What follows belongs to an exercise in optimizing a design on an open flow for small area; a production flow would make more cautious choices.
Only simulation tests tie the RTL to the original design; equivalence was not proved.
Power is estimated from default activity; no workload was simulated.

--- config.mk ---
export PLATFORM = sky130hd
export DESIGN_NAME = top
export DESIGN_NICKNAME = top
export VERILOG_FILES = /design/flow/design.v
export SDC_FILE = /design/flow/constraint.sdc
export NUM_CORES = 4
export LEC_CHECK = 0
export CAP_MARGIN = 20
export CORE_MARGIN = 2
export CORE_UTILIZATION = 60
export CTS_BUF_LIST = sky130_fd_sc_hd__clkbuf_8
export CTS_CLUSTER_DIAMETER = 50
export CTS_CLUSTER_SIZE = 20
export GPL_ROUTABILITY_DRIVEN = 0
export GPL_TIMING_DRIVEN = 0
export PLACE_DENSITY = 0.7
export SLEW_MARGIN = 20
--- flow/run.sh ---
#!/bin/bash
set -euo pipefail
export CTS_ARGS="-sink_clustering_enable -repair_clock_nets -sink_clustering_size 20 -sink_clustering_max_diameter 50 -buf_list sky130_fd_sc_hd__clkbuf_8 -dont_use_dummy_load"
bash standard.sh finish > standard_flow.log 2>&1
--- constraint.sdc ---
create_clock -name core_clock -period 10.0 [get_ports {clk}]
set_input_delay 2.0000 -clock core_clock [delete_from_list [all_inputs] [get_ports {clk}]]
set_output_delay 2.0000 -clock core_clock [all_outputs]
set_load 0.01 [all_outputs]
--- design.v ---
`timescale 1ns/1ns
`default_nettype none
module top (input wire clk,
            input wire rst,
            input wire mic_data_1,
            input wire mic_data_2,
            output wire serial_tx,
            output wire mic_clk_1,
            output wire mic_clk_2,
            output wire serial_split);
localparam [11:0] NSAMP = 12'd3125;
localparam [11:0] NCMP  = NSAMP - 12'd1;
reg [7:0] cnt;
always @(posedge clk)
  if (rst) cnt <= 8'd0;
  else     cnt <= cnt + 8'd1;
reg fresh;   
always @(posedge clk)
  if (rst) fresh <= 1'b1;
  else if (cnt == 8'd255) fresh <= 1'b0;
assign mic_clk_1 = cnt[1];
assign mic_clk_2 = cnt[1];
wire [1:0] ph = cnt[1:0] - 2'd1;                  
wire snap   = (cnt >= 8'd253) || (cnt == 8'd0);   
wire ifresh = fresh && (cnt[7:2] == 6'd0);        
wire win    = (cnt >= 8'd140) && (cnt < 8'd158);  
wire bfirst = (cnt == 8'd140);
wire zero   = fresh;                               
wire so1, so2;
cicint CIC1 (.clk(clk), .snap(snap), .win(win), .ifresh(ifresh), .ph(ph),
             .d_in(mic_data_1), .so(so1));
cicint CIC2 (.clk(clk), .snap(snap), .win(win), .ifresh(ifresh), .ph(ph),
             .d_in(mic_data_2), .so(so2));
wire [237:0] qa, qb;
combring RA (.clk(clk), .win(win), .bfirst(bfirst), .zero(zero), .x(so1),
             .ext(1'b1), .xin(qb[0]), .q(qa));
combring RB (.clk(clk), .win(win), .bfirst(bfirst), .zero(zero), .x(so2),
             .ext(1'b0), .xin(1'b0), .q(qb));
reg [17:0] a1, a2, a3;
always @(posedge clk)
  if (win) begin
    a1 <= {qa[54] & ~zero, a1[17:1]};
    a2 <= {a1[0] & ~zero, a2[17:1]};
    a3 <= {a2[0] & ~zero, a3[17:1]};
  end
reg        mb0, mb1;
reg [17:0] pa1;
always @* begin
  mb0 = 1'b0;
  if (cnt >= 8'd73 && cnt < 8'd91)        mb0 = qb[139];
  else if (cnt >= 8'd121 && cnt < 8'd139) mb0 = qb[73];
  else if (cnt >= 8'd169 && cnt < 8'd187) mb0 = qb[25];
  else if (cnt >= 8'd217 && cnt < 8'd235) mb0 = qb[197];
  else if (cnt >= 8'd9 && cnt < 8'd27)    mb0 = qa[167];
  mb1 = 1'b0; pa1 = a1;
  if (cnt >= 8'd158 && cnt < 8'd176)      begin mb1 = qb[0];   pa1 = a3; end
  else if (cnt >= 8'd206 && cnt < 8'd224) begin mb1 = qa[226]; pa1 = a2; end
  else if (cnt >= 8'd254 || cnt < 8'd16)  begin mb1 = qa[160]; pa1 = a2; end
  else if (cnt >= 8'd46 && cnt < 8'd64)   mb1 = qa[112];
  else if (cnt >= 8'd94 && cnt < 8'd112)  mb1 = qa[46];
end
reg        act;      
reg [1:0]  q;        
reg        scclr;    
reg        sceq;     
wire [7:0] u  = cnt - 8'd7;
wire [3:0] tl = {q, u[7:6]};           
wire [5:0] ti = u[5:0];                
wire       tend = act && q == 2'd2 && u[7];    
always @(posedge clk)
  if (rst) begin
    act <= 1'b0; q <= 2'd0; scclr <= 1'b0;
  end else begin
    if (cnt == 8'd6) begin
      if (sceq && !fresh) begin act <= 1'b1; q <= 2'd0; end
      else if (act) q <= q + 2'd1;
    end
    if (tend) begin act <= 1'b0; scclr <= 1'b1; end
    else if (cnt == 8'd68) scclr <= 1'b0;
  end
wire sending = act && !tend && (ti < 6'd48);
reg [255:0] r0, r1;
reg         e0, e1;
wire [9:0] clr;
genvar g;
generate
  for (g = 0; g < 10; g = g + 1) begin : gclr
    assign clr[g] = sending && (tl == g);
  end
endgenerate
wire        in0 = r0[18] & ~clr[3] & ~fresh;
wire        in1 = r1[18] & ~fresh;
wire        inc = (cnt == 8'd57);       
wire [17:0] x0 = r0[17:0];
wire [17:0] x1 = r1[17:0];
wire [17:0] y0 = a3  & {18{mb0 & ~fresh}};
wire [17:0] y1 = pa1 & {18{mb1 & ~fresh}};
wire [18:0] k0, k1;                        
assign k0[0] = inc & ~fresh;
assign k1[0] = 1'b0;
genvar gb;
generate
  for (gb = 0; gb < 18; gb = gb + 1) begin : gadd
    assign k0[gb+1] = (x0[gb] & y0[gb]) | (x0[gb] & k0[gb]) | (y0[gb] & k0[gb]);
    assign k1[gb+1] = (x1[gb] & y1[gb]) | (x1[gb] & k1[gb]) | (y1[gb] & k1[gb]);
  end
endgenerate
wire [19:0] t0, t1;
assign t0[17:0] = x0 ^ y0 ^ k0[17:0];
assign t1[17:0] = x1 ^ y1 ^ k1[17:0];
assign t0[18] = (e0 & ~fresh) ^ k0[18];
assign t1[18] = (e1 & ~fresh) ^ k1[18];
assign t0[19] = e0 & ~fresh & k0[18];
assign t1[19] = e1 & ~fresh & k1[18];
wire [18:0] w0 = {t0[19] | (t0[18] & in0), t0[18] ^ in0, t0[17:1]};
wire [18:0] w1 = {t1[19] | (t1[18] & in1), t1[18] ^ in1, t1[17:1]};
wire        scw = (cnt >= 8'd57) && (cnt < 8'd69);    
wire        o0  = (scw && scclr) ? inc : t0[0] & ~fresh;
wire [3:0]  scb = cnt[3:0] - 4'd9;                     
always @(posedge clk)
  if (scw) sceq <= (inc | sceq) & (o0 == NCMP[scb]);
reg [255:0] n0, n1;
always @* begin
  n0 = {o0, r0[255:19], w0[17:0]};
  n1 = {t1[0] & ~fresh, r1[255:19], w1[17:0]};
  if (clr[0]) n0[65]  = 1'b0;
  if (clr[1]) n0[49]  = 1'b0;
  if (clr[2]) n0[33]  = 1'b0;
  if (clr[5]) n0[193] = 1'b0;
  if (clr[4]) n1[150] = 1'b0;
  if (clr[6]) n1[70]  = 1'b0;
  if (clr[7]) n1[54]  = 1'b0;
  if (clr[8]) n1[38]  = 1'b0;
  if (clr[9]) n1[22]  = 1'b0;
end
always @(posedge clk) begin
  r0 <= n0;
  r1 <= n1;
  e0 <= w0[18];
  e1 <= w1[18];
end
reg tb;
always @* begin
  case (tl)
    4'd0: tb = r0[66];
    4'd1: tb = r0[50];
    4'd2: tb = r0[34];
    4'd3: tb = r0[18];
    4'd4: tb = r1[151];
    4'd5: tb = r0[194];
    4'd6: tb = r1[71];
    4'd7: tb = r1[55];
    4'd8: tb = r1[39];
    default: tb = r1[23];
  endcase
end
wire tx = !(act && !tend) | (sending & tb);
assign serial_tx = tx;
assign serial_split = tx;
endmodule
module cicint (input wire clk, input wire snap, input wire win,
               input wire ifresh, input wire [1:0] ph, input wire d_in,
               output wire so);
reg [19:0] i1, i2, i3, i4, i5;
reg        c1, c2, c3, c4, c5;
reg [17:0] dt;
wire       first = (ph == 2'd0);
wire [4:0] h1 = ifresh ? 5'd0 : i1[4:0];
wire [4:0] h2 = ifresh ? 5'd0 : i2[4:0];
wire [4:0] h3 = ifresh ? 5'd0 : i3[4:0];
wire [4:0] h4 = ifresh ? 5'd0 : i4[4:0];
wire [4:0] h5 = ifresh ? 5'd0 : i5[4:0];
wire       ci1 = first ? d_in : c1 & ~ifresh;
wire       ci2 = ~first & ~ifresh & c2;
wire       ci3 = ~first & ~ifresh & c3;
wire       ci4 = ~first & ~ifresh & c4;
wire       ci5 = ~first & ~ifresh & c5;
wire [4:0] g5  = snap ? 5'd0 : h5;        
wire [5:0] s1, s2, s3, s4, s5;
rip5 A1 (.a(h1), .b(5'd0), .ci(ci1), .s(s1));
rip5 A2 (.a(h2), .b(h1),   .ci(ci2), .s(s2));
rip5 A3 (.a(h3), .b(h2),   .ci(ci3), .s(s3));
rip5 A4 (.a(h4), .b(h3),   .ci(ci4), .s(s4));
rip5 A5 (.a(g5), .b(h4),   .ci(ci5), .s(s5));
always @(posedge clk) begin
  i1 <= {s1[4:0], i1[19:5]};
  i2 <= {s2[4:0], i2[19:5]};
  i3 <= {s3[4:0], i3[19:5]};
  i4 <= {s4[4:0], i4[19:5]};
  i5 <= {s5[4:0], i5[19:5]};
  c1 <= s1[5]; c2 <= s2[5]; c3 <= s3[5]; c4 <= s4[5]; c5 <= s5[5];
end
reg [17:0] dn;
always @* begin
  dn = {dt[0], dt[17:1]};
  if (snap)
    case (ph)
      2'd0: begin dn[16] = h5[0]; dn[17] = h5[1]; dn[0] = h5[2]; dn[1] = h5[3]; dn[2] = h5[4]; end
      2'd1: begin dn[2] = h5[0]; dn[3] = h5[1]; dn[4] = h5[2]; dn[5] = h5[3]; dn[6] = h5[4]; end
      2'd2: begin dn[6] = h5[0]; dn[7] = h5[1]; dn[8] = h5[2]; dn[9] = h5[3]; dn[10] = h5[4]; end
      default: begin dn[10] = h5[0]; dn[11] = h5[1]; dn[12] = h5[2]; end
    endcase
end
always @(posedge clk) dt <= dn;
assign so = dt[0];
endmodule
module combring (input wire clk, input wire win, input wire bfirst,
                 input wire zero, input wire x, input wire ext,
                 input wire xin, output wire [237:0] q);
reg  [237:0] r;
reg  [3:0]   bw;
wire [3:0] xs = {r[108], r[144], r[180], r[216]};
wire [3:0] ys = {r[90],  r[126], r[162], r[198]};
wire [3:0] bin = bfirst ? 4'd0 : bw;
wire [3:0] df  = xs ^ ys ^ bin;
wire [3:0] bo  = (~xs & ys) | (~(xs ^ ys) & bin);
reg  [237:0] n;
integer k;
always @* begin
  n = {r[0], r[237:1]};
  if (win) begin
    n[233] = x;
    n[197] = df[0];
    n[161] = df[1];
    n[125] = df[2];
    n[89]  = df[3];
    if (ext) n[53] = xin;
    if (zero)
      for (k = 0; k < 13; k = k + 1) n[18*k+17] = 1'b0;
  end
end
always @(posedge clk) begin
  r <= n;
  bw <= bo;
end
assign q = r;
endmodule
module rip5 (input wire [4:0] a, input wire [4:0] b, input wire ci,
             output wire [5:0] s);
wire [5:0] k;
assign k[0] = ci;
genvar i;
generate
  for (i = 0; i < 5; i = i + 1) begin : g
    assign {k[i+1], s[i]} = {1'b0, a[i]} + {1'b0, b[i]} + {1'b0, k[i]};
  end
endgenerate
assign s[5] = k[5];
endmodule
--- standard.sh ---
#!/bin/bash
# synth_recipe.tcl (not shown) runs the flow's synth.tcl, then flattens the netlist and writes it again
# the make line also repeats each setting of config.mk as NAME=value (left out here)
make -C /OpenROAD-flow-scripts/flow DESIGN_CONFIG=/design/flow/config.mk WORK_HOME=/design/flow/orfs CLKGATE_MAP_FILE= SYNTH_SCRIPT=/design/flow/synth_recipe.tcl "${@:-finish}"
==> results.json, run 1 <==
{
  "fin_nets": 2216,
  "critical_path.slowest_cell": "fa_1",
  "antenna_left": 0,
  "wire_per_inst_um": 14.2,
  "synth_enable_flop_cells": 55,
  "grt_util_all_layers_pct": 15.3,
  "ys.warnings.count": 3,
  "postCtsHoldBufs": 0,
  "crit_type": "reg2reg",
  "drt-pass1-iter-count": 5,
  "cp.arrival_ps": 10250,
  "drc_errors": 0,
  "layout.cells.most_common": "dfxtp_1",
  "hold_viol": 0,
  "final_cell_mix": "1256 x dfxtp_1, 142 x nand2_1, 84 x inv_1, 84 x fa_1, 83 x clkbuf_8",
  "crit_top_cell": "fa_1",
  "synth_ff_type": "dfxtp_1",
  "power.leakage_nw": 13.8,
  "max_cap_viol_count": 0,
  "portBuffers": 7,
  "clk_pin_slew_ps": 110,
  "endpoint_kind": "register",
  "peakVddDrop_mv": 0.154,
  "grt.overflow.total": 0,
  "antenna_found_initial": 0,
  "dp_hpwl_um": 24400,
  "ys_seq_area_share_pct": 84.2,
  "die_w_um": 234,
  "stdcell_area_um2": 34000,
  "via_per_inst": 4.70,
  "io_pins": 8,
  "synthToLayoutAreaGrowth_pct": 6.79,
  "fin_hold_ws_ps": 294,
  "die_h_um": 234,
  "fin_crit_ps": 9650,
  "critPathLaunchType": "register",
  "worst_path_dominant_cell_family": "adder cells",
  "vias": 13100,
  "htreeDepth": 3,
  "drive_gt1_share_pct": 5.80,
  "max_slew_margin_pct": 28.6,
  "worst_slew_pin_slew_ps": 1070,
  "synth_area_per_cell_um2": 15.8,
  "clk_latency_ps": 690,
  "cts_made_buffers": 83,
  "core_um2": 52600,
  "cts_sinks": 1312,
  "cp_max_fo": 10,
  "syn_nets": 2124,
  "slowest_delay_ps": 440,
  "placed_cell_area_um2": 32800,
  "start_util_pct": 60.6,
  "rsz0062_at_grt": "true",
  "wl_um": 39800,
  "fin_util_pct": 64.7,
  "syn-instance-count": 2014,
  "dieArea_um2": 54900,
  "tritoncts": "yes",
  "fin_crit_sh_pct": 96.5,
  "fmax_ghz": 0.104,
  "fillers": 3786,
  "fin_skew_ps": 67.7,
  "synthArstFlopShare_pct": 0,
  "floorplan.rows": 84,
  "dr.first_iter.drc_count": 808,
  "yosysUniqueCellTypes": 59,
  "synth-seq-cells": 1312,
  "grt_max_degree": 55,
  "hp-class": "reg2reg",
  "syn_area_um2": 31800,
  "p_per_area_nw_per_um2": 220,
  "setup-violations-final": 0,
  "cts_root_buf": "clkbuf_8",
  "grt_pass1_wl_um": 66600,
  "worst-path-buf-inv": 6,
  "crit_required_ps": 10600,
  "status": "no timing/DRC/antenna violations",
  "grt_pass1_vias": 13500,
  "cts_buffer_depth": 3,
  "timing.final.max_slew_violations": 0
}
synth_stat cells, types with 6 or more instances:
master    number  area, µm²
o21a_1         8       60.1
edfxtp_1      55       1650
ha_1          21        263
a31oi_1       23        144
xnor2_1        6       52.6
a21oi_1       14       70.1
clkbuf_1      32        120
dfxtp_1     1257      25200
nand3_1       45        225
nand2_1      142        533
o21ai_0       30        150
o21ai_1       23        115
buf_2          8       40.0
nor2_1        24       90.1
fa_1          85       1700
and2_1        38        238
nor2b_1        8       50.1
inv_1         86        323
and3_1        21        131
nor3_1         7       35.0
layer usage:
| layer | global-route usage [%] | vias up | wire, µm |
|---|---|---|---|
| met5 | 0 | - | 0 |
| li1 | - | 6512 | - |
| met2 | 22.8 | 182 | 17000 |
| met3 | 3.72 | 87 | 1540 |
| met4 | 5.40 | 0 | 1150 |
| met1 | 22.2 | 6359 | 20100 |
worst register-to-register path, delay by kind of cell, from the launching register on:
kind	cells	cell delay, ps
fa+ha+maj	19	7370
buf+inv	6	1280
simple gates	3	480
flops	1	350
compound gates	1	110
per-stage QoR:
step                TNS (ps)  worst slack, ps  total power [mW]  std cells
floorplan                  0              573              5.42       2014
global placement       -56.6            -56.6              5.44       2709
detailed placement      -429             -297              5.44       2710
CTS                        0             36.2              7.55       2791
global route           -2.18            -2.18              7.75       2792
finish                     0              352              7.47       2793
timing repair:
action	CTS	global route
pin swaps	0	0
gates cloned	0	0
gates resized for setup	3	16
buffers inserted	0	2
setup endpoints to repair	3	3
power by group:
group | switching, mW | internal (mW)
clock | 1.39 | 0.749
combinational | 0.0445 | 0.0216
sequential | 0.00306 | 5.26
total | 1.44 | 6.03
path summary, 6_finish.rpt:
check / startpoint / end / slack, ps / cells past startpoint
max: cnt[6] / r1[17] / 350 / 29
max reg2reg: cnt[6] / r1[17] / 350 / 29
min reg2reg: RA.r[85] / RA.r[84] / 290 / 0
min: RA.r[85] / RA.r[84] / 290 / 0
state kept, by name (all words and copies together), names as in the netlist, 20 cells and up:
| register | cells |
|---|---|
| r0 | 256 |
| r1 | 256 |
| RA.r | 238 |
| RB.r | 238 |
| CIC1.i1 | 20 |
| CIC1.i2 | 20 |
| CIC1.i3 | 20 |
| CIC1.i4 | 20 |
| CIC1.i5 | 20 |
| CIC2.i1 | 20 |
| CIC2.i2 | 20 |
| CIC2.i3 | 20 |
| CIC2.i4 | 20 |
| CIC2.i5 | 20 |
cell families after synthesis:
group | share of synthesized area [%]
muxes | 0.0314
adders and majority gates | 6.17
and+or+nand+nor | 5.03
buffers and inverters | 1.65
xor gates and xnor gates | 0.220
AOI/OAI and AO/OA | 2.69
DFF | 84.2
cell type report:
type / count / area [µm²] / share of cell area [%]
Multi-Input combinational cell: 569 / 4540 / 13.3
Inverter: 86 / 327 / 0.960
Clock buffer: 83 / 1140 / 3.36
Buffer: 44 / 200 / 0.589
Antenna cell: 1 / 2.50 / 0.00736
Sequential cell: 1312 / 26800 / 78.9
Timing Repair Buffer: 10 / 113 / 0.331
Tap cell: 688 / 861 / 2.53
==> run 2, diff against run 1 <==
--- a/config.mk
+++ b/config.mk
@@ -13,4 +13,2 @@
 export CTS_CLUSTER_SIZE = 20
-export GPL_ROUTABILITY_DRIVEN = 0
-export GPL_TIMING_DRIVEN = 0
 export PLACE_DENSITY = 0.7
==> run 2 against run 1 <==
Against the previous run:
- register-to-register slack gained 70 ps
- critical path depth is the same
- clock skew grew 9.4 ps
- die area is the same
- highest routed layer unchanged
- sequential share of layout area grew 0.32 points
- clock power is essentially flat
- synthesized area is the same
- critical endpoint is now r0[17]
- setup slack gained 74 ps
- via count shrank 1.6%
==> results.json, run 2 <==
{
  "yosysTopAreaCell": "dfxtp_1",
  "final_cells": 2763,
  "pwr-share-comb_pct": 0.8,
  "synth_ff_type": "dfxtp_1",
  "power_switching_mw": 1.44,
  "wire_per_inst_um": 14.3,
  "clk_latency_ps": 680,
  "grt_max_degree": 74,
  "fin_crit_ps": 9570,
  "n_antenna_cell": 0,
  "drt-pass1-iter-count": 5,
  "slowest_delay_ps": 440,
  "cts_made_buffers": 85,
  "p_int_mw": 6.04,
  "status": "no timing/DRC/antenna violations",
  "place.gp.congestion": 0.806,
  "rsz0062_at_grt": "false",
  "via_per_inst": 4.68,
  "endpoint_kind": "register",
  "grt_pass1_wl_um": 66600,
  "grt.overflow.total": 0,
  "ys.warnings.count": 3,
  "fin_skew_ps": 77.1,
  "max_slew_margin_pct": 39.1,
  "syn_nets": 2124,
  "setup-violations-final": 0,
  "power.leakage_nw": 13.8,
  "grt_pass1_vias": 13200,
  "cp.arrival_ps": 10180,
  "drc_errors": 0,
  "crit_type": "reg2reg",
  "postCtsHoldBufs": 0,
  "die_h_um": 234,
  "synthToLayoutAreaGrowth_pct": 6.35,
  "antenna_left": 0,
  "antenna_found_initial": 1,
  "cts_sinks": 1312,
  "synth_area_per_cell_um2": 15.8,
  "crit_required_ps": 10600,
  "crit_top_cell": "fa_1",
  "synth_enable_flop_cells": 55,
  "final_cell_mix": "1256 x dfxtp_1, 142 x nand2_1, 85 x fa_1, 85 x clkbuf_8, 84 x inv_1",
  "io_pins": 8,
  "critPathLaunchType": "register",
  "fin_crit_sh_pct": 95.7,
  "max_cap_viol_count": 0,
  "critical_path.slowest_cell": "fa_1",
  "top_regs": "r0 x256, r1 x256",
  "vias": 12900,
  "wl_um": 39500,
  "yosys.area.top_type_share_pct": 79.0,
  "pre_cts_slack_ps": 420,
  "core_um2": 52600,
  "tns_ps": 0,
  "stdcell_area_um2": 33900,
  "clockPowerShare_pct": 28.9,
  "timing.final.max_slew_violations": 0,
  "cp_max_fo": 5,
  "dr.first_iter.drc_count": 739,
  "cts_buffer_depth": 3,
  "placed_cells": 2678,
  "dieArea_um2": 54900,
  "p_per_area_nw_per_um2": 221,
  "start_util_pct": 60.6,
  "tritoncts": "yes",
  "htreeDepth": 3,
  "layout.cells.most_common": "dfxtp_1",
  "die_w_um": 234,
  "drive_gt1_share_pct": 5.54,
  "fin_util_pct": 64.4,
  "portBuffers": 7,
  "fin_nets": 2187,
  "swShare_pct": 19.2,
  "clk_pin_slew_ps": 100,
  "sequentialPowerShare_pct": 70.3,
  "fmax_ghz": 0.104,
  "syn_area_um2": 31800,
  "floorplan.rows": 84,
  "yosysMostFrequentCell": "dfxtp_1",
  "synth.area.top_cells": "dfxtp_1 79%, fa_1 5.3%, edfxtp_1 5.2%, nand2_1 1.7%, inv_1 1.0%",
  "yosysUniqueCellTypes": 59,
  "hp-class": "reg2reg",
  "worst_slew_pin_slew_ps": 914,
  "ys_seq_area_share_pct": 84.2,
  "peakVddDrop_mv": 0.111,
  "hold_viol": 0,
  "layout_setup_ws_ps": 426,
  "placed_cell_area_um2": 32700,
  "syn-instance-count": 2014,
  "r2r_slack_ps": 430,
  "synthArstFlopShare_pct": 0,
  "cts_root_buf": "clkbuf_8",
  "dp_hpwl_um": 23800,
  "synthTopCellsByCount": "1257 x dfxtp_1, 142 x nand2_1, 86 x inv_1",
  "synth-seq-cells": 1312,
  "grt_util_all_layers_pct": 15.4
}
-- run 2: cell count changes in the layout (fill, tap and decap cells not counted), sizes merged --
cell,delta
clkbuf,-28
diode,-1
clkinvlp,-1
buf,-1
inv,+1
-- run 2: logic make-up after synthesis --
logic type      Yosys count  share of synthesized area (%)
mux                       1                         0.0314
xor+xnor                  8                          0.220
buf+inv                 133                           1.65
compound gates          134                           2.69
fa+ha+maj               106                           6.17
flops                  1312                           84.2
simple gates            320                           5.03
-- run 2: through the flow --
| step | power (mW) | hold WS [ps] |
|---|---|---|
| after global routing | 7.77 | 246 |
| after CTS | 7.58 | 262 |
| after floorplan | 5.42 | 310 |
| final | 7.48 | 259 |
| after global placement | 5.44 | 310 |
| after detailed placement | 5.44 | 312 |
-- run 2: repair_timing --
| item | in CTS | in global routing |
|---|---|---|
| buffers inserted | 0 | 0 |
| setup endpoints to repair | 0 | 2 |
| gates resized for setup | 0 | 2 |
| endpoints found under the hold margin | 0 | 0 |
-- run 2: power by group through the flow --
stage | registers, mW | logic, mW | clock network (mW)
floorplan | 5.38 | 0.0427 | 0
global route | 5.26 | 0.0667 | 2.44
detailed placement | 5.38 | 0.0610 | 0
finish | 5.26 | 0.0606 | 2.16
CTS | 5.26 | 0.0612 | 2.26
global placement | 5.38 | 0.0610 | 0
-- run 2: critical path: cells and delay by family, from the launching register on --
family	cells	cell delay, ps
compound gates	2	350
simple gates	4	800
buf+inv	3	230
fa+ha+maj	20	7810
flops	1	340
-- run 2: worst paths after layout --
path / startpoint / to / cells after the start
setup / recovery: cnt[1] / r0[17] / 29
hold / removal: r1[54] / r1[53] / 0
setup reg to reg: cnt[1] / r0[17] / 29
hold reg to reg: r1[54] / r1[53] / 0
-- run 2: layer usage --
| layer | vias to the layer above | share of wire, % | GRT usage [%] |
|---|---|---|---|
| li1 | 6448 | - | - |
| met1 | 6234 | 51 | 22.2 |
| met2 | 169 | 43 | 23.0 |
| met3 | 80 | 3.3 | 3.33 |
| met4 | 0 | 2.8 | 5.60 |
| met5 | - | 0 | 0 |
-- run 2: layout make-up --
class                   count  area, µm²
clock buffers              85       1170
well taps                 688        861
repair buffers             23        190
flip-flops and latches   1312      26800
fillers                  3779      18700
inverters                  86        323
multi-input cells         569       4500
==> run 3, diff against run 2 <==
--- a/config.mk
+++ b/config.mk
@@ -9,3 +9,3 @@
 export CORE_MARGIN = 2
-export CORE_UTILIZATION = 60
+export CORE_UTILIZATION = 65
 export CTS_BUF_LIST = sky130_fd_sc_hd__clkbuf_8
@@ -13,3 +13,3 @@
 export CTS_CLUSTER_SIZE = 20
-export PLACE_DENSITY = 0.7
+export PLACE_DENSITY = 0.75
 export SLEW_MARGIN = 20
==> run 3 against run 2 <==
Against the previous run:
- still clean on timing, DRC and antenna
- clock power about the same
- synthesized area is the same
- power shrank 0.49%
- sequential power about the same
- hold slack improved by 14 ps
- register-to-register slack worse by 90 ps
- die area is 7.6% lower
- non-clock buffer count down 2
- setup slack worse by 94 ps
- count of clock-buffer cells in the layout fell by 3
- critical path depth fell by 1
- global-route usage is 1.2 points higher
- critical path type unchanged
- largest cell class unchanged
- largest power group unchanged
==> results.json, run 3 <==
{
  "power_mw": 7.45,
  "start_util_pct": 65.5,
  "muxShareOfSynthArea_pct": 0.0314,
  "htreeDepth": 3,
  "place.gp.congestion": 0.820,
  "clk_latency_ps": 680,
  "p_int_mw": 6.02,
  "synth-adder-area-share_pct": 6.17,
  "fillers": 3206,
  "wl_um": 39400,
  "synthTopCellsByCount": "1257 x dfxtp_1, 142 x nand2_1, 86 x inv_1",
  "status": "no timing/DRC/antenna violations",
  "vias": 12900,
  "synth_enable_flop_cells": 55,
  "p_per_area_nw_per_um2": 221,
  "antenna_found_initial": 0,
  "critPathLaunchType": "register",
  "top_regs": "r0 x256, r1 x256",
  "final_cells": 2694,
  "grt.overflow.total": 0,
  "synth-compound-area-share_pct": 2.69,
  "dieArea_um2": 50800,
  "drt-pass1-iter-count": 4,
  "die_w_um": 225,
  "fin_util_pct": 69.3,
  "syn_area_um2": 31800,
  "floorplan.rows": 81,
  "synthToLayoutAreaGrowth_pct": 5.93,
  "wire_per_inst_um": 14.6,
  "max_cap_viol_count": 0,
  "endpoint_kind": "register",
  "critical_path.slowest_cell": "fa_1",
  "dp_hpwl_um": 23900,
  "fin_skew_ps": 53.9,
  "cts_sinks": 1312,
  "synth_area_per_cell_um2": 15.8,
  "grt_max_degree": 74,
  "r2r_slack_ps": 330,
  "pwr-share-comb_pct": 0.8,
  "fin_nets": 2182,
  "power_switching_mw": 1.43,
  "timing.final.max_slew_violations": 0,
  "portBuffers": 7,
  "synth_top_family_by_area": "adder cells",
  "grt_pass1_vias": 13200,
  "hp-class": "reg2reg",
  "synthXorXnorAreaFrac_pct": 0.220,
  "postCtsHoldBufs": 0,
  "sequentialPowerShare_pct": 70.7,
  "cts_root_buf": "clkbuf_8",
  "crit_required_ps": 10610,
  "max_slew_margin_pct": 38.3,
  "via_per_inst": 4.80,
  "cts_setup_buffers": 0,
  "yosys.area.top_type_share_pct": 79.0,
  "synthSimpleGateAreaFrac_pct": 5.03,
  "grt_pass1_wl_um": 66000,
  "layout.cells.most_common": "dfxtp_1",
  "fmax_ghz": 0.103,
  "die_h_um": 225,
  "cp_max_fo": 8,
  "yosysTopAreaCell": "dfxtp_1",
  "final_cell_mix": "1255 x dfxtp_1, 142 x nand2_1, 85 x inv_1, 85 x fa_1, 82 x clkbuf_8",
  "crit_top_cell": "fa_1",
  "dr.first_iter.drc_count": 737,
  "ctsResizeCount": 0,
  "tritoncts": "yes",
  "ys_seq_area_share_pct": 84.2,
  "synth_ff_type": "dfxtp_1",
  "tns_ps": 0,
  "placed_cells": 2610,
  "antenna_left": 0,
  "rsz0062_at_grt": "false",
  "slowest_delay_ps": 440,
  "fin_crit_ps": 9670,
  "swShare_pct": 19.2,
  "fin_crit_sh_pct": 96.7,
  "drive_gt1_share_pct": 5.31,
  "grt_util_all_layers_pct": 16.5,
  "yosysMostFrequentCell": "dfxtp_1",
  "synth-seq-cells": 1312,
  "yosysUniqueCellTypes": 59,
  "syn-instance-count": 2014,
  "ys.warnings.count": 3,
  "clockPowerShare_pct": 28.5,
  "core_um2": 48600,
  "syn_nets": 2124,
  "synthArstFlopShare_pct": 0,
  "cts_buffer_depth": 3,
  "setup-violations-final": 0,
  "clk_pin_slew_ps": 120,
  "crit_type": "reg2reg",
  "cts_made_buffers": 82,
  "peakVddDrop_mv": 0.152,
  "worst_slew_pin_slew_ps": 926,
  "synth.area.top_cells": "dfxtp_1 79%, fa_1 5.3%, edfxtp_1 5.2%, nand2_1 1.7%, inv_1 1.0%",
  "hold_viol": 0,
  "power.leakage_nw": 13.8,
  "cp.arrival_ps": 10280,
  "drc_errors": 0,
  "io_pins": 8
}
-- run 3: cell types whose count changed in the layout (fill, tap and decap cells not counted), sizes merged --
cell | before | now
diode | 0 | 2
clkbuf | 85 | 82
buf | 16 | 14
-- run 3: per-stage QoR --
step | area, µm² | setup WS, ps | hold slack, ps
final | 33700 | 332 | 273
after floorplan | 31800 | 573 | 310
after detailed placement | 32600 | 429 | 312
after global placement | 32600 | 503 | 310
after CTS | 33700 | 319 | 279
after global routing | 33700 | 38.8 | 275
-- run 3: cells by family after synthesis --
family	Yosys count
buf+inv	133
compound gates	134
fa+ha+maj	106
simple gates	320
mux	1
flops	1312
xor+xnor	8
-- run 3: power groups by stage --
stage / Clock, mW / Sequential, mW / Combinational [mW]
2_1_floorplan: 0 / 5.38 / 0.0427
3_3_place_gp: 0 / 5.38 / 0.0601
3_5_place_dp: 0 / 5.38 / 0.0601
4_1_cts: 2.21 / 5.26 / 0.0603
5_1_grt: 2.39 / 5.27 / 0.0660
6_report: 2.13 / 5.26 / 0.0600
-- run 3: cell type report --
class	count	area, µm²	area share [%]
Tap cell	622	778	2.31
Inverter	86	323	0.957
Timing Repair Buffer	21	175	0.519
Sequential cell	1312	26800	79.5
Multi-Input combinational cell	569	4500	13.3
Clock buffer	82	1130	3.35
Antenna cell	2	5.00	0.0148
-- run 3: critical path, delay by kind of cell (launching register included) --
kind                     cells  cell delay [ps]
adder cells (fa/ha/maj)     20             7690
AND/OR/NAND/NOR              3              670
AO/OA/AOI/OAI                2              490
flip-flops                   1              410
buffers and inverters        3              320
-- run 3: final timing paths --
kind	from	endpoint	cells after the start
setup / recovery	cnt[0]	r0[17]	28
hold / removal	r0[147]	r0[146]	0
hold reg to reg	r0[147]	r0[146]	0
setup reg to reg	cnt[0]	r0[17]	28
-- run 3: routing by layer --
metal	routed length [µm]	up-vias	GRT usage [%]
li1	-	6441	-
met1	19600	6209	23.6
met2	16900	190	24.6
met3	1840	85	4.26
met4	1080	0	6.11
met5	0	-	0
==> run 4, diff against run 3 <==
--- a/design.v
+++ b/design.v
@@ -54,8 +54,8 @@
   else if (cnt >= 8'd9 && cnt < 8'd27)    mb0 = qa[167];
-  mb1 = 1'b0; pa1 = a1;
-  if (cnt >= 8'd158 && cnt < 8'd176)      begin mb1 = qb[0];   pa1 = a3; end
-  else if (cnt >= 8'd206 && cnt < 8'd224) begin mb1 = qa[226]; pa1 = a2; end
-  else if (cnt >= 8'd254 || cnt < 8'd16)  begin mb1 = qa[160]; pa1 = a2; end
-  else if (cnt >= 8'd46 && cnt < 8'd64)   mb1 = qa[112];
-  else if (cnt >= 8'd94 && cnt < 8'd112)  mb1 = qa[46];
+  mb1 = 1'b0; pa1 = a2;
+  if (cnt >= 8'd121 && cnt < 8'd139)      begin mb1 = qa[19]; pa1 = a1; end
+  else if (cnt >= 8'd169 && cnt < 8'd187) mb1 = qa[227];
+  else if (cnt >= 8'd217 && cnt < 8'd235) mb1 = qa[197];
+  else if (cnt >= 8'd9 && cnt < 8'd27)    mb1 = qa[167];
+  else if (cnt >= 8'd57 && cnt < 8'd75)   mb1 = qb[101];
 end
@@ -91,3 +91,3 @@
 wire        in0 = r0[18] & ~clr[3] & ~fresh;
-wire        in1 = r1[18] & ~fresh;
+wire        in1 = r1[18] & ~clr[7] & ~fresh;
 wire        inc = (cnt == 8'd57);       
@@ -129,7 +129,5 @@
   if (clr[5]) n0[193] = 1'b0;
-  if (clr[4]) n1[150] = 1'b0;
-  if (clr[6]) n1[70]  = 1'b0;
-  if (clr[7]) n1[54]  = 1'b0;
-  if (clr[8]) n1[38]  = 1'b0;
-  if (clr[9]) n1[22]  = 1'b0;
+  if (clr[4] | clr[9]) n1[49] = 1'b0;
+  if (clr[6]) n1[129] = 1'b0;
+  if (clr[8]) n1[161] = 1'b0;
 end
@@ -148,8 +146,8 @@
     4'd3: tb = r0[18];
-    4'd4: tb = r1[151];
+    4'd4: tb = r1[50];
     4'd5: tb = r0[194];
-    4'd6: tb = r1[71];
-    4'd7: tb = r1[55];
-    4'd8: tb = r1[39];
-    default: tb = r1[23];
+    4'd6: tb = r1[130];
+    4'd7: tb = r1[18];
+    4'd8: tb = r1[162];
+    default: tb = r1[50];
   endcase
==> run 4 against run 3 <==
Against the previous run:
- synthesized cell count decreased by 4.1%
- clock power about the same
- via count decreased by 2.5%
- cell area increased by 0.30%
- non-clock buffer count decreased by 3
- largest power group unchanged
- global-route usage about the same
- power increased by 0.35%
==> results.json, run 4 <==
{
  "cp.arrival_ps": 10240,
  "worst_path_dominant_cell_family": "adder cells",
  "fin_skew_ps": 64.8,
  "grt_max_degree": 72,
  "reg2reg_from": "cnt[0]",
  "power.leakage_nw": 13.7,
  "grt_util_all_layers_pct": 16.5,
  "fillers": 3148,
  "critPathLaunchType": "register",
  "grt_pass1_wl_um": 65700,
  "cts_buffer_depth": 3,
  "tritoncts": "yes",
  "portBuffers": 7,
  "worst_slew_pin_slew_ps": 905,
  "vias": 12600,
  "ys_seq_area_share_pct": 84.1,
  "power_mw": 7.47,
  "die_w_um": 225,
  "drt-pass1-iter-count": 5,
  "hold_viol": 0,
  "via_per_inst": 4.80,
  "cp_max_fo": 8,
  "yosys.area.top_type_share_pct": 78.9,
  "syn_nets": 2042,
  "yosysMostFrequentCell": "dfxtp_1",
  "pre_cts_slack_ps": 157,
  "dr.first_iter.drc_count": 606,
  "rr_endpoint": "r0[17]",
  "fin_nets": 2111,
  "grt_pass1_vias": 13100,
  "drive_gt1_share_pct": 7.01,
  "pwr-share-comb_pct": 0.8,
  "hp-class": "reg2reg",
  "critical_path.slowest_cell": "fa_1",
  "endpoint_kind": "register",
  "cts_setup_buffers": 0,
  "power_switching_mw": 1.42,
  "peakVddDrop_mv": 0.157,
  "synth_ff_type": "dfxtp_1",
  "sequentialPowerShare_pct": 70.6,
  "crit_required_ps": 10610,
  "io_pins": 8,
  "layout.cells.most_common": "dfxtp_1",
  "antenna_found_initial": 3,
  "drc_errors": 0,
  "wire_per_inst_um": 14.9,
  "place.gp.congestion": 0.839,
  "synth.area.top_cells": "dfxtp_1 79%, fa_1 5.3%, edfxtp_1 5.2%, and2_1 1.4%, inv_1 0.99%",
  "antenna_left": 0,
  "die_h_um": 225,
  "synth_enable_flop_cells": 55,
  "max_slew_margin_pct": 39.7,
  "clk_latency_ps": 690,
  "syn_area_um2": 31900,
  "cts_root_buf": "clkbuf_8",
  "yosysUniqueCellTypes": 70,
  "dieArea_um2": 50800,
  "status": "no timing/DRC/antenna violations",
  "setup-violations-final": 0,
  "synth_area_per_cell_um2": 16.5,
  "top_regs": "r0 x256, r1 x256",
  "path_depth": 28,
  "timing.final.max_slew_violations": 0,
  "cp-endpoint": "r0[17]",
  "cts_made_buffers": 84,
  "floorplan.rows": 81,
  "fin_crit_sh_pct": 96.3,
  "rsz0062_at_grt": "true",
  "r2r_slack_ps": 370,
  "final_cells": 2622,
  "ys.warnings.count": 3,
  "core_um2": 48600,
  "crit_top_cell": "fa_1",
  "yosysTopAreaCell": "dfxtp_1",
  "max_cap_viol_count": 0,
  "synth-seq-cells": 1312,
  "grt.overflow.total": 0,
  "clockPowerShare_pct": 28.6,
  "dp_hpwl_um": 23900,
  "setup.worst_path.start": "cnt[0]",
  "fmax_ghz": 0.104,
  "synthTopCellsByCount": "1257 x dfxtp_1, 85 x fa_1, 84 x inv_1",
  "swShare_pct": 19.0,
  "cts_sinks": 1312,
  "worst-path-buf-inv": 3,
  "synthToLayoutAreaGrowth_pct": 6.09,
  "fin_crit_ps": 9630,
  "clk_pin_slew_ps": 100,
  "slowest_delay_ps": 420,
  "fin_hold_ws_ps": 252,
  "rr_worst_depth": 28,
  "start_util_pct": 65.6,
  "p_per_area_nw_per_um2": 221,
  "postCtsHoldBufs": 0,
  "htreeDepth": 3,
  "crit_type": "reg2reg",
  "layout_setup_ws_ps": 370,
  "synthArstFlopShare_pct": 0,
  "syn-instance-count": 1931,
  "wl_um": 39000,
  "placed_cells": 2536,
  "p_int_mw": 6.05,
  "final_cell_mix": "1254 x dfxtp_1, 85 x fa_1, 84 x inv_1, 84 x clkbuf_8, 69 x and2_1"
}
## run 4: cells by family (layout without fill, tap and decap cells)
family                     Yosys count  in the layout  share of synthesized area (%)
other                                0              2                              0
xor gates and xnor gates             8              8                          0.220
muxes                               47             47                           1.58
buffers and inverters              120            187                           1.55
AOI/OAI and AO/OA                   85             85                           2.01
adders and majority gates          107            107                           6.20
DFF                               1312           1312                           84.1
and+or+nand+nor                    252            252                           4.35
## run 4: how the worst min path moves through the flow
stage / endpoint / slack (ps) / start / cells after the start
6_report: r1[124] / 250 / r1[125] / 0
2_1_floorplan: CIC1.dt[13] / 310 / CIC1.dt[14] / 0
3_3_place_gp: r1[82] / 310 / r1[83] / 0
4_1_cts: r1[124] / 250 / r1[125] / 0
5_1_grt: r1[124] / 250 / r1[125] / 0
3_5_place_dp: RA.r[118] / 310 / RA.r[119] / 0
## run 4: final cells by class
cell class              count  area [µm²]  share of cell area (%)
well taps                 622         778                    2.30
repair buffers             18         156                   0.462
clock buffers              84        1160                    3.42
diodes                      2        5.00                  0.0148
multi-input cells         499        4600                    13.6
inverters                  85         319                   0.943
flip-flops and latches   1312       26800                    79.3
## run 4: repair_timing
action,CTS,global route
gates resized for setup,0,7
endpoints found under the setup margin,0,4
endpoints found under the hold margin,0,0
## run 4: power by group through the flow
stage	registers, mW	logic (mW)	clock network [mW]
finish	5.28	0.0589	2.14
global route	5.28	0.0641	2.41
floorplan	5.40	0.0413	0
detailed placement	5.40	0.0572	0
global placement	5.40	0.0565	0
CTS	5.28	0.0578	2.23
## run 4: routing by layer
metal  GRT usage, %  up-vias  part of all wire (%)
li1               -     6194                     -
met1           22.9     6120                    48
met2           25.4      186                    44
met3           4.15       98                   4.4
met4           5.94        0                   3.0
met5              0        -                     0
## run 4: metrics by stage
stage	TNS [ps]	cell area [µm²]	util [%]
CTS	0	33800	69.5
detailed placement	0	32700	67.1
floorplan	0	31900	-
global placement	0	32700	67.1
global route	-16.4	33800	69.5
finish	0	33800	69.5
==> run 5, diff against run 4 <==
--- a/design.v
+++ b/design.v
@@ -45,18 +45,18 @@
   end
-reg        mb0, mb1;
-reg [17:0] pa1;
-always @* begin
-  mb0 = 1'b0;
-  if (cnt >= 8'd73 && cnt < 8'd91)        mb0 = qb[139];
-  else if (cnt >= 8'd121 && cnt < 8'd139) mb0 = qb[73];
-  else if (cnt >= 8'd169 && cnt < 8'd187) mb0 = qb[25];
-  else if (cnt >= 8'd217 && cnt < 8'd235) mb0 = qb[197];
-  else if (cnt >= 8'd9 && cnt < 8'd27)    mb0 = qa[167];
-  mb1 = 1'b0; pa1 = a2;
-  if (cnt >= 8'd121 && cnt < 8'd139)      begin mb1 = qa[19]; pa1 = a1; end
-  else if (cnt >= 8'd169 && cnt < 8'd187) mb1 = qa[227];
-  else if (cnt >= 8'd217 && cnt < 8'd235) mb1 = qa[197];
-  else if (cnt >= 8'd9 && cnt < 8'd27)    mb1 = qa[167];
-  else if (cnt >= 8'd57 && cnt < 8'd75)   mb1 = qb[101];
-end
+reg        mb0, mb1, ps;
+always @(posedge clk) begin
+  mb0 <= 1'b0;
+  if (cnt >= 8'd72 && cnt < 8'd90)        mb0 <= qb[140];
+  else if (cnt >= 8'd120 && cnt < 8'd138) mb0 <= qb[74];
+  else if (cnt >= 8'd168 && cnt < 8'd186) mb0 <= qb[26];
+  else if (cnt >= 8'd216 && cnt < 8'd234) mb0 <= qb[198];
+  else if (cnt >= 8'd8 && cnt < 8'd26)    mb0 <= qa[168];
+  mb1 <= 1'b0; ps <= 1'b0;
+  if (cnt >= 8'd120 && cnt < 8'd138)      begin mb1 <= qa[20]; ps <= 1'b1; end
+  else if (cnt >= 8'd168 && cnt < 8'd186) mb1 <= qa[228];
+  else if (cnt >= 8'd216 && cnt < 8'd234) mb1 <= qa[198];
+  else if (cnt >= 8'd8 && cnt < 8'd26)    mb1 <= qa[168];
+  else if (cnt >= 8'd56 && cnt < 8'd74)   mb1 <= qb[102];
+end
+wire [17:0] pa1 = ps ? a1 : a2;
 reg        act;      
--- a/config.mk
+++ b/config.mk
@@ -9,3 +9,3 @@
 export CORE_MARGIN = 2
-export CORE_UTILIZATION = 65
+export CORE_UTILIZATION = 55
 export CTS_BUF_LIST = sky130_fd_sc_hd__clkbuf_8
@@ -13,3 +13,3 @@
 export CTS_CLUSTER_SIZE = 20
-export PLACE_DENSITY = 0.75
+export PLACE_DENSITY = 0.65
 export SLEW_MARGIN = 20
==> run 5 against run 4 <==
Against the previous run:
- setup slack better by 720 ps
- still clean on timing, DRC and antenna
- sequential cell count up 3
- largest cell class unchanged
- critical path type unchanged
- critical path depth down 3
- clock power up 3%
==> results.json, run 5 <==
{
  "reg2reg_from": "cnt[7]",
  "die_w_um": 245,
  "fin_skew_ps": 80.3,
  "core_um2": 57500,
  "antenna_found_initial": 1,
  "synth_enable_flop_cells": 55,
  "final_cell_mix": "1260 x dfxtp_1, 95 x inv_1, 94 x nand2_1, 90 x clkbuf_8, 85 x fa_1",
  "crit_type": "reg2reg",
  "drt-pass1-iter-count": 5,
  "ys.warnings.count": 3,
  "syn_area_um2": 31900,
  "synthArstFlopShare_pct": 0,
  "met3_usage_pct": 3.25,
  "busiest_layer": "met1",
  "floorplan.rows": 88,
  "cts_made_buffers": 90,
  "rr_worst_depth": 25,
  "max_slew_margin_pct": 39.1,
  "antenna_left": 0,
  "peakVddDrop_mv": 0.136,
  "status": "no timing/DRC/antenna violations",
  "vias": 12600,
  "synthToLayoutAreaGrowth_pct": 6.51,
  "synth_area_per_cell_um2": 16.1,
  "synthTopCellsByCount": "1260 x dfxtp_1, 95 x inv_1, 94 x nand2_1",
  "p_per_area_nw_per_um2": 222,
  "fin_crit_sh_pct": 89.1,
  "setup-violations-final": 0,
  "grt_pass1_vias": 12800,
  "setup.worst_path.start": "cnt[7]",
  "critPathLaunchType": "register",
  "dieArea_um2": 59900,
  "max_cap_viol_count": 0,
  "via_per_inst": 4.50,
  "clk_pin_slew_ps": 110,
  "dr.first_iter.drc_count": 568,
  "cp.arrival_ps": 9490,
  "endpoint_kind": "register",
  "grt_max_degree": 71,
  "fin_util_pct": 59.1,
  "r2r_slack_ps": 1090,
  "cp_max_fo": 19,
  "grt.overflow.total": 0,
  "htreeDepth": 3,
  "yosysUniqueCellTypes": 67,
  "grt_util_all_layers_pct": 13.3,
  "io_pins": 8,
  "postCtsHoldBufs": 0,
  "fin_crit_ps": 8910,
  "drc_errors": 0,
  "fin_nets": 2150,
  "cts_setup_buffers": 0,
  "cts_root_buf": "clkbuf_8",
  "hp-class": "reg2reg",
  "tritoncts": "yes",
  "syn-instance-count": 1975,
  "cp-endpoint": "r0[17]",
  "grtUsageMet1_pct": 19.3,
  "wl_um": 37400,
  "rr_endpoint": "r0[17]",
  "hold_viol": 0,
  "ys_seq_area_share_pct": 84.3,
  "top_regs": "r0 x256, r1 x256",
  "met2_usage_pct": 19.0,
  "ctsResizeCount": 0,
  "synth.area.top_cells": "dfxtp_1 79%, fa_1 5.3%, edfxtp_1 5.2%, inv_1 1.1%, nand2_1 1.1%",
  "dp_hpwl_um": 22000,
  "grt_pass1_wl_um": 64200,
  "wire_per_inst_um": 13.3,
  "place.gp.congestion": 0.848,
  "drive_gt1_share_pct": 5.60,
  "timing.final.max_slew_violations": 0,
  "die_h_um": 245,
  "power.leakage_nw": 13.7,
  "fillers": 4355,
  "yosysMostFrequentCell": "dfxtp_1",
  "worst_slew_pin_slew_ps": 912,
  "rsz0062_at_grt": "false",
  "cts_buffer_depth": 3,
  "clk_latency_ps": 680,
  "yosysTopAreaCell": "dfxtp_1",
  "crit_required_ps": 10580,
  "syn_nets": 2086,
  "fmax_ghz": 0.112,
  "synth_ff_type": "dfxtp_1",
  "start_util_pct": 55.5,
  "synth-seq-cells": 1315,
  "power_mw": 7.54,
  "cts_sinks": 1315,
  "tns_ps": 0,
  "portBuffers": 7,
  "layout.cells.most_common": "dfxtp_1",
  "yosys.area.top_type_share_pct": 79.1
}
[run 5: layout make-up]
type / instances / area, µm² / share of cell area [%]
Sequential cell: 1315 / 26900 / 79.1
Tap cell: 765 / 957 / 2.82
Timing Repair Buffer: 11 / 100 / 0.295
Multi-Input combinational cell: 525 / 4430 / 13.1
Antenna cell: 1 / 2.50 / 0.00737
Clock buffer: 90 / 1240 / 3.65
Inverter: 96 / 362 / 1.06
[run 5: worst min path at each step]
stage | startpoint | endpoint | slack [ps] | cells past startpoint
3_5_place_dp | RA.r[104] | RA.r[103] | 310 | 0
5_1_grt | RB.r[171] | RB.r[170] | 250 | 0
4_1_cts | RB.r[171] | RB.r[170] | 250 | 0
2_1_floorplan | CIC1.dt[14] | CIC1.dt[13] | 310 | 0
6_report | RA.r[51] | RA.r[50] | 250 | 0
3_3_place_gp | r0[250] | r0[249] | 310 | 0
[run 5: critical path, stage by stage, from the launching register on]
cell      delay (ps)
dfxtp_1          750
nor2_1           250
and4b_1          290
nand2b_1         150
fa_1             190
inv_1             50
fa_1             370
fa_1             390
fa_1             390
fa_1             390
fa_1             400
fa_1             410
fa_1             390
fa_1             390
fa_1             390
fa_1             380
fa_1             390
fa_1             390
fa_1             380
fa_1             390
fa_1             400
fa_1             390
fa_1             360
inv_1             80
fa_1             410
inv_1             60
[run 5: logic make-up (layout without fill, tap and decap cells)]
logic type      Yosys count  count (layout)  share of synthesized area [%]
compound gates          100             100                           2.00
xor+xnor                 11              11                          0.302
fa+ha+maj               107             107                           6.20
buf+inv                 135             197                           1.83
flops                  1315            1315                           84.3
mux                      24              24                          0.769
other cells               0               1                              0
simple gates            283             283                           4.63
[run 5: metrics by stage]
| step | setup slack (ps) | hold WS (ps) | std cells | area [µm²] |
|---|---|---|---|---|
| after floorplan | 1600 | 310 | 1975 | 31900 |
| after global placement | 1310 | 310 | 2712 | 32700 |
| after detailed placement | 1130 | 312 | 2712 | 32700 |
| after global routing | 730 | 250 | 2803 | 34000 |
| after CTS | 1070 | 246 | 2802 | 34000 |
| final | 1090 | 253 | 2803 | 34000 |
[run 5: routing by layer]
metal | part of all wire [%] | vias to the layer above
met4 | 3.8 | 0
met2 | 41 | 199
met3 | 4.5 | 96
li1 | - | 6265
met5 | 0 | -
met1 | 51 | 6045
[run 5: where the power goes]
group | total, mW | internal (mW) | switching, mW | leakage, nW
Combinational | 0.0465 | 0.0143 | 0.0323 | 2.40
Clock | 2.21 | 0.808 | 1.40 | 0.647
Sequential | 5.28 | 5.27 | 0.00506 | 10.7
Total | 7.54 | 6.09 | 1.44 | 13.7
==> run 6, diff against run 5 <==
--- a/config.mk
+++ b/config.mk
@@ -9,3 +9,3 @@
 export CORE_MARGIN = 2
-export CORE_UTILIZATION = 55
+export CORE_UTILIZATION = 70
 export CTS_BUF_LIST = sky130_fd_sc_hd__clkbuf_8
@@ -13,3 +13,3 @@
 export CTS_CLUSTER_SIZE = 20
-export PLACE_DENSITY = 0.65
+export PLACE_DENSITY = 0.8
 export SLEW_MARGIN = 20
==> run 6 against run 5 <==
Against the previous run:
- global-route usage increased by 5.1 points
- non-clock buffer count did not move
- sequential cell count did not move
- largest power group unchanged
- setup slack got worse by 57 ps
- still clean
- cell area down 1.1%
- sequential share of layout area rose by 0.87 points
- routed wire length is 8.7% higher
- clock power shrank 5%
- critical path depth unchanged
- synthesized area stayed put
==> results.json, run 6 <==
{
  "die_w_um": 217,
  "synth_ff_type": "dfxtp_1",
  "fin_crit_sh_pct": 89.7,
  "rr_worst_depth": 25,
  "yosysUniqueCellTypes": 67,
  "slowest_delay_ps": 740,
  "placed_cells": 2547,
  "drt-pass1-iter-count": 4,
  "crit_type": "reg2reg",
  "critPathLaunchType": "register",
  "syn-instance-count": 1975,
  "ys_seq_area_share_pct": 84.3,
  "synth_area_per_cell_um2": 16.1,
  "ys.warnings.count": 3,
  "dr.first_iter.drc_count": 631,
  "hp-class": "reg2reg",
  "fmax_ghz": 0.112,
  "grt_util_all_layers_pct": 18.4,
  "clk_pin_slew_ps": 110,
  "max_slew_margin_pct": 39.2,
  "drive_gt1_share_pct": 4.99,
  "fin_skew_ps": 63.1,
  "crit_required_ps": 10620,
  "cts_sinks": 1315,
  "fillers": 2546,
  "final_cells": 2626,
  "tritoncts": "yes",
  "tns_ps": 0,
  "antenna_left": 0,
  "die_h_um": 217,
  "io_pins": 8,
  "synth_enable_flop_cells": 55,
  "cts_setup_buffers": 0,
  "htreeDepth": 3,
  "status": "no timing/DRC/antenna violations",
  "wl_um": 40700,
  "dieArea_um2": 47300,
  "floorplan.rows": 78,
  "synthToLayoutAreaGrowth_pct": 5.35,
  "crit_top_cell": "fa_1",
  "synth-seq-cells": 1315,
  "synthArstFlopShare_pct": 0,
  "core_um2": 45200,
  "grt.overflow.total": 0,
  "synth.area.top_cells": "dfxtp_1 79%, fa_1 5.3%, edfxtp_1 5.2%, inv_1 1.1%, nand2_1 1.1%",
  "vias": 12500,
  "hold_viol": 0,
  "power.leakage_nw": 13.6,
  "rsz0062_at_grt": "false",
  "cp.arrival_ps": 9590,
  "via_per_inst": 4.77,
  "cts_root_buf": "clkbuf_8",
  "final_cell_mix": "1260 x dfxtp_1, 95 x inv_1, 94 x nand2_1, 85 x fa_1, 77 x clkbuf_8",
  "portBuffers": 7,
  "fin_hold_ws_ps": 274,
  "synthTopCellsByCount": "1260 x dfxtp_1, 95 x inv_1, 94 x nand2_1",
  "cp_max_fo": 19,
  "start_util_pct": 70.6,
  "antenna_found_initial": 0,
  "cts_made_buffers": 77,
  "place.gp.congestion": 0.783,
  "top_regs": "r0 x256, r1 x256",
  "ctsResizeCount": 0,
  "yosysTopAreaCell": "dfxtp_1",
  "postCtsHoldBufs": 0,
  "fin_nets": 2137,
  "timing.final.max_slew_violations": 0,
  "yosysMostFrequentCell": "dfxtp_1",
  "grt_max_degree": 65,
  "wire_per_inst_um": 15.5,
  "critical_path.slowest_cell": "dfxtp_1",
  "fin_crit_ps": 8970,
  "worst_slew_pin_slew_ps": 910,
  "yosys.area.top_type_share_pct": 79.1,
  "p_per_area_nw_per_um2": 221,
  "setup-violations-final": 0,
  "drc_errors": 0,
  "max_cap_viol_count": 0,
  "peakVddDrop_mv": 0.185,
  "holdPathStages": 0,
  "syn_area_um2": 31900,
  "dp_hpwl_um": 24500,
  "cts_buffer_depth": 3,
  "syn_nets": 2086,
  "layout.cells.most_common": "dfxtp_1",
  "grt_pass1_vias": 13200,
  "endpoint_kind": "register",
  "clk_latency_ps": 680,
  "grt_pass1_wl_um": 68000,
  "layout_setup_ws_ps": 1030,
  "pre_cts_slack_ps": 1050
}
## run 6: cell counts after synthesis
No cell type changed its count.
## run 6: critical path, delay by kind of cell, from the launching register on
kind	cells	cell delay [ps]
adders and majority gates	19	7300
DFF	1	740
and+or+nand+nor	3	700
buffers and inverters	3	200
## run 6: cells by family after synthesis
| group | synth area share, % |
|---|---|
| simple gates | 4.63 |
| buf+inv | 1.83 |
| xor+xnor | 0.302 |
| mux | 0.769 |
| compound gates | 2.00 |
| fa+ha+maj | 6.20 |
| flops | 84.3 |
## run 6: final cells by class
cell class	count	area, µm²	share of cell area, %
Antenna cell	2	5.00	0.0149
Clock buffer	77	1060	3.15
Inverter	96	362	1.08
Multi-Input combinational cell	525	4430	13.2
Sequential cell	1315	26900	80.0
Tap cell	600	751	2.23
Timing Repair Buffer	11	113	0.335
## run 6: path summary, 6_finish.rpt
kind,startpoint,endpoint,slack [ps]
max,cnt[7],r0[17],1030
min,CIC2.i1[16],CIC2.i1[11],270
max reg2reg,cnt[7],r0[17],1030
min reg2reg,CIC2.i1[16],CIC2.i1[11],270
## run 6: report_power, final
part / switching (mW) / internal, mW
Combinational: 0.0321 / 0.0142
Sequential: 0.00529 / 5.27
Clock: 1.40 / 0.699
## run 6: metal layers
layer | track usage, % | vias to the layer above | wire, µm
met1 | 26.3 | 6042 | 19700
met5 | 0 | - | 0
met3 | 4.10 | 82 | 1530
li1 | - | 6241 | -
met4 | 6.03 | 0 | 1030
met2 | 28.3 | 170 | 18400
## run 6: per-stage QoR
stage | utilization, % | total power, mW | instance area (µm²)
after floorplan | - | 5.43 | 31900
after global placement | 72.0 | 5.44 | 32500
after detailed placement | 72.0 | 5.44 | 32500
after CTS | 74.3 | 7.48 | 33600
after global routing | 74.3 | 7.67 | 33600
final | 74.4 | 7.42 | 33600
==> run 7, diff against run 6 <==
--- a/config.mk
+++ b/config.mk
@@ -9,3 +9,3 @@
 export CORE_MARGIN = 2
-export CORE_UTILIZATION = 70
+export CORE_UTILIZATION = 65
 export CTS_BUF_LIST = sky130_fd_sc_hd__clkbuf_8
@@ -13,3 +13,3 @@
 export CTS_CLUSTER_SIZE = 20
-export PLACE_DENSITY = 0.8
+export PLACE_DENSITY = 0.75
 export SLEW_MARGIN = 20
==> run 7 against run 6 <==
Against the previous run:
- synthesized area is the same
- cell area grew 0.20%
- via count shrank 0.11%
- sequential power is essentially flat
- utilization shrank 5.2 points
- setup slack lost 41 ps
- synthesized cell count is the same
- largest power group unchanged
- highest routed layer unchanged
==> results.json, run 7 <==
{
  "fin_util_pct": 69.2,
  "cts_sinks": 1315,
  "top_regs": "r0 x256, r1 x256",
  "sequentialPowerShare_pct": 71.0,
  "rsz0062_at_grt": "false",
  "ys_seq_area_share_pct": 84.3,
  "ctsResizeCount": 0,
  "critPathLaunchType": "register",
  "cp.arrival_ps": 9610,
  "grt_max_degree": 71,
  "setup-violations-final": 0,
  "worst_slew_pin_slew_ps": 1020,
  "fin_nets": 2141,
  "dr.first_iter.drc_count": 658,
  "p_int_mw": 6.02,
  "fin_crit_ps": 9010,
  "max_slew_margin_pct": 31.8,
  "crit_required_ps": 10600,
  "vias": 12500,
  "synth-seq-cells": 1315,
  "fmax_ghz": 0.111,
  "placed_cell_area_um2": 32600,
  "placed_cells": 2569,
  "peakVddDrop_mv": 0.154,
  "cp_max_fo": 19,
  "power.leakage_nw": 13.6,
  "io_pins": 8,
  "synth_top_family_by_area": "adder cells",
  "start_util_pct": 65.6,
  "yosysUniqueCellTypes": 67,
  "hold_viol": 0,
  "syn_nets": 2086,
  "ys.warnings.count": 3,
  "fin_hold_ws_ps": 262,
  "status": "no timing/DRC/antenna violations",
  "synth-adder-area-share_pct": 6.20,
  "antenna_left": 0,
  "layout.cells.most_common": "dfxtp_1",
  "portBuffers": 7,
  "final_cells": 2651,
  "swShare_pct": 19.1,
  "synthToLayoutAreaGrowth_pct": 5.56,
  "cts_root_buf": "clkbuf_8",
  "final_cell_mix": "1260 x dfxtp_1, 95 x inv_1, 94 x nand2_1, 85 x fa_1, 81 x clkbuf_8",
  "stdcell_area_um2": 33700,
  "synthArstFlopShare_pct": 0,
  "synthXorXnorAreaFrac_pct": 0.302,
  "grt_pass1_wl_um": 64700,
  "die_h_um": 226,
  "muxShareOfSynthArea_pct": 0.769,
  "cts_buffer_depth": 3,
  "wire_per_inst_um": 14.8,
  "clockPowerShare_pct": 28.4,
  "drive_gt1_share_pct": 5.18,
  "p_per_area_nw_per_um2": 221,
  "synth_area_per_cell_um2": 16.1,
  "pre_cts_slack_ps": 922,
  "endpoint_kind": "register",
  "core_um2": 48600,
  "timing.final.max_slew_violations": 0,
  "synth_ff_type": "dfxtp_1",
  "via_per_inst": 4.72,
  "yosysTopAreaCell": "dfxtp_1",
  "drc_errors": 0,
  "synth.area.top_cells": "dfxtp_1 79%, fa_1 5.3%, edfxtp_1 5.2%, inv_1 1.1%, nand2_1 1.1%",
  "clk_pin_slew_ps": 100,
  "htreeDepth": 3,
  "clk_latency_ps": 680,
  "synth-compound-area-share_pct": 2.00,
  "drt-pass1-iter-count": 4,
  "fin_crit_sh_pct": 90.1,
  "hp-class": "reg2reg",
  "cts_made_buffers": 81,
  "grt_pass1_vias": 13000,
  "power_switching_mw": 1.42,
  "crit_type": "reg2reg",
  "postCtsHoldBufs": 0,
  "grt.overflow.total": 0,
  "max_cap_viol_count": 0,
  "layout_setup_ws_ps": 992,
  "synthSimpleGateAreaFrac_pct": 4.63,
  "yosysMostFrequentCell": "dfxtp_1",
  "fin_skew_ps": 62.6,
  "tns_ps": 0,
  "pwr-share-comb_pct": 0.6,
  "grt_util_all_layers_pct": 16.4,
  "place.gp.congestion": 0.798,
  "wl_um": 39200,
  "tritoncts": "yes",
  "syn_area_um2": 31900,
  "power_mw": 7.43,
  "antenna_found_initial": 1,
  "yosys.area.top_type_share_pct": 79.1,
  "cts_setup_buffers": 0,
  "synthTopCellsByCount": "1260 x dfxtp_1, 95 x inv_1, 94 x nand2_1",
  "die_w_um": 226,
  "syn-instance-count": 1975,
  "dieArea_um2": 50900,
  "floorplan.rows": 81,
  "synth_enable_flop_cells": 55,
  "dp_hpwl_um": 24300
}
==> run 7: worst paths after layout <==
check	start	endpoint	slack, ps	cells past startpoint
worst min-delay path	RB.r[155]	RB.r[154]	260	0
worst max register to register	cnt[7]	r0[17]	990	25
worst min register to register	RB.r[155]	RB.r[154]	260	0
worst max-delay path	cnt[7]	r0[17]	990	25
==> run 7: area by class of cell <==
| class | instances | area [µm²] |
|---|---|---|
| Timing Repair Buffer | 11 | 100 |
| Inverter | 96 | 362 |
| Tap cell | 622 | 778 |
| Clock buffer | 81 | 1110 |
| Sequential cell | 1315 | 26900 |
| Antenna cell | 1 | 2.50 |
| Multi-Input combinational cell | 525 | 4430 |
| Fill cell | 3185 | 15000 |
==> run 7: logic make-up after synthesis <==
group | count (synthesis)
fa+ha+maj | 107
xor+xnor | 11
simple gates | 283
mux | 24
compound gates | 100
buf+inv | 135
flops | 1315
==> run 7: power groups by stage <==
stage / Sequential, mW / Clock (mW) / Combinational [mW]
after floorplan: 5.40 / 0 / 0.0345
final: 5.28 / 2.11 / 0.0469
after CTS: 5.28 / 2.19 / 0.0467
after global placement: 5.40 / 0 / 0.0460
after detailed placement: 5.40 / 0 / 0.0465
after global routing: 5.28 / 2.38 / 0.0512
==> run 7: per-layer routing <==
layer | GRT usage, % | part of all wire (%) | vias to the layer above
li1 | - | - | 6249
met1 | 22.5 | 49 | 6010
met2 | 25.2 | 44 | 160
met3 | 3.74 | 3.7 | 102
met4 | 7.22 | 3.8 | 0
met5 | 0 | 0 | -
==> run 7: critical path: stages, from the launching register on <==
cell and delay [ps]:
dfxtp_1 760, nor2_1 250, and4b_1 290, nand2b_1 120
fa_1 180, inv_1 50, fa_1 380, fa_1 390
fa_1 390, fa_1 380, fa_1 410, fa_1 390
fa_1 390, fa_1 430, fa_1 410, fa_1 390
fa_1 380, fa_1 390, fa_1 410, fa_1 410
fa_1 390, fa_1 390, fa_1 370, inv_1 90
fa_1 420, inv_1 60

-- re-timing with driven ports --
How much do the figures lean on ideal ports? The routed layouts below were timed once more, with nothing changed but the port constraints. Step 1, drivers: a clkbuf_16 drives clk and a buf_2 each remaining input, both assumed. Step 2 times the ports against the registers' clock, not the clock port: input delays grow and output delays shrink by t, the midpoint of the rising clock arrivals with the driver on. Three values: no drivers, after step 1, after step 2; two values: the first two.
run | shift t [ns] | slack for setup (ns) | clock arrival spread, ns | worst data-port slew with drivers (ns) | pins driven straight from the clock port
run 1 | 0.706 | 0.352 / 0.352 / 0.352 | 0.068 / 0.068 | 0.07 | 1
run 2 | 0.697 | 0.426 / 0.426 / 0.426 | 0.077 / 0.077 | 0.07 | 1
run 3 | 0.707 | 0.332 / 0.332 / 0.332 | 0.061 / 0.060 | 0.07 | 1
run 4 | 0.699 | 0.370 / 0.370 / 0.370 | 0.084 / 0.084 | 0.10 | 1
run 5 | 0.703 | 1.090 / 1.090 / 1.090 | 0.107 / 0.107 | 0.07 | 1
run 6 | 0.704 | 1.034 / 1.034 / 1.034 | 0.066 / 0.066 | 0.06 | 1
run 7 | 0.705 | 0.992 / 0.992 / 0.992 | 0.071 / 0.071 | 0.03 | 1
After both steps setup and hold are still met in every run listed.
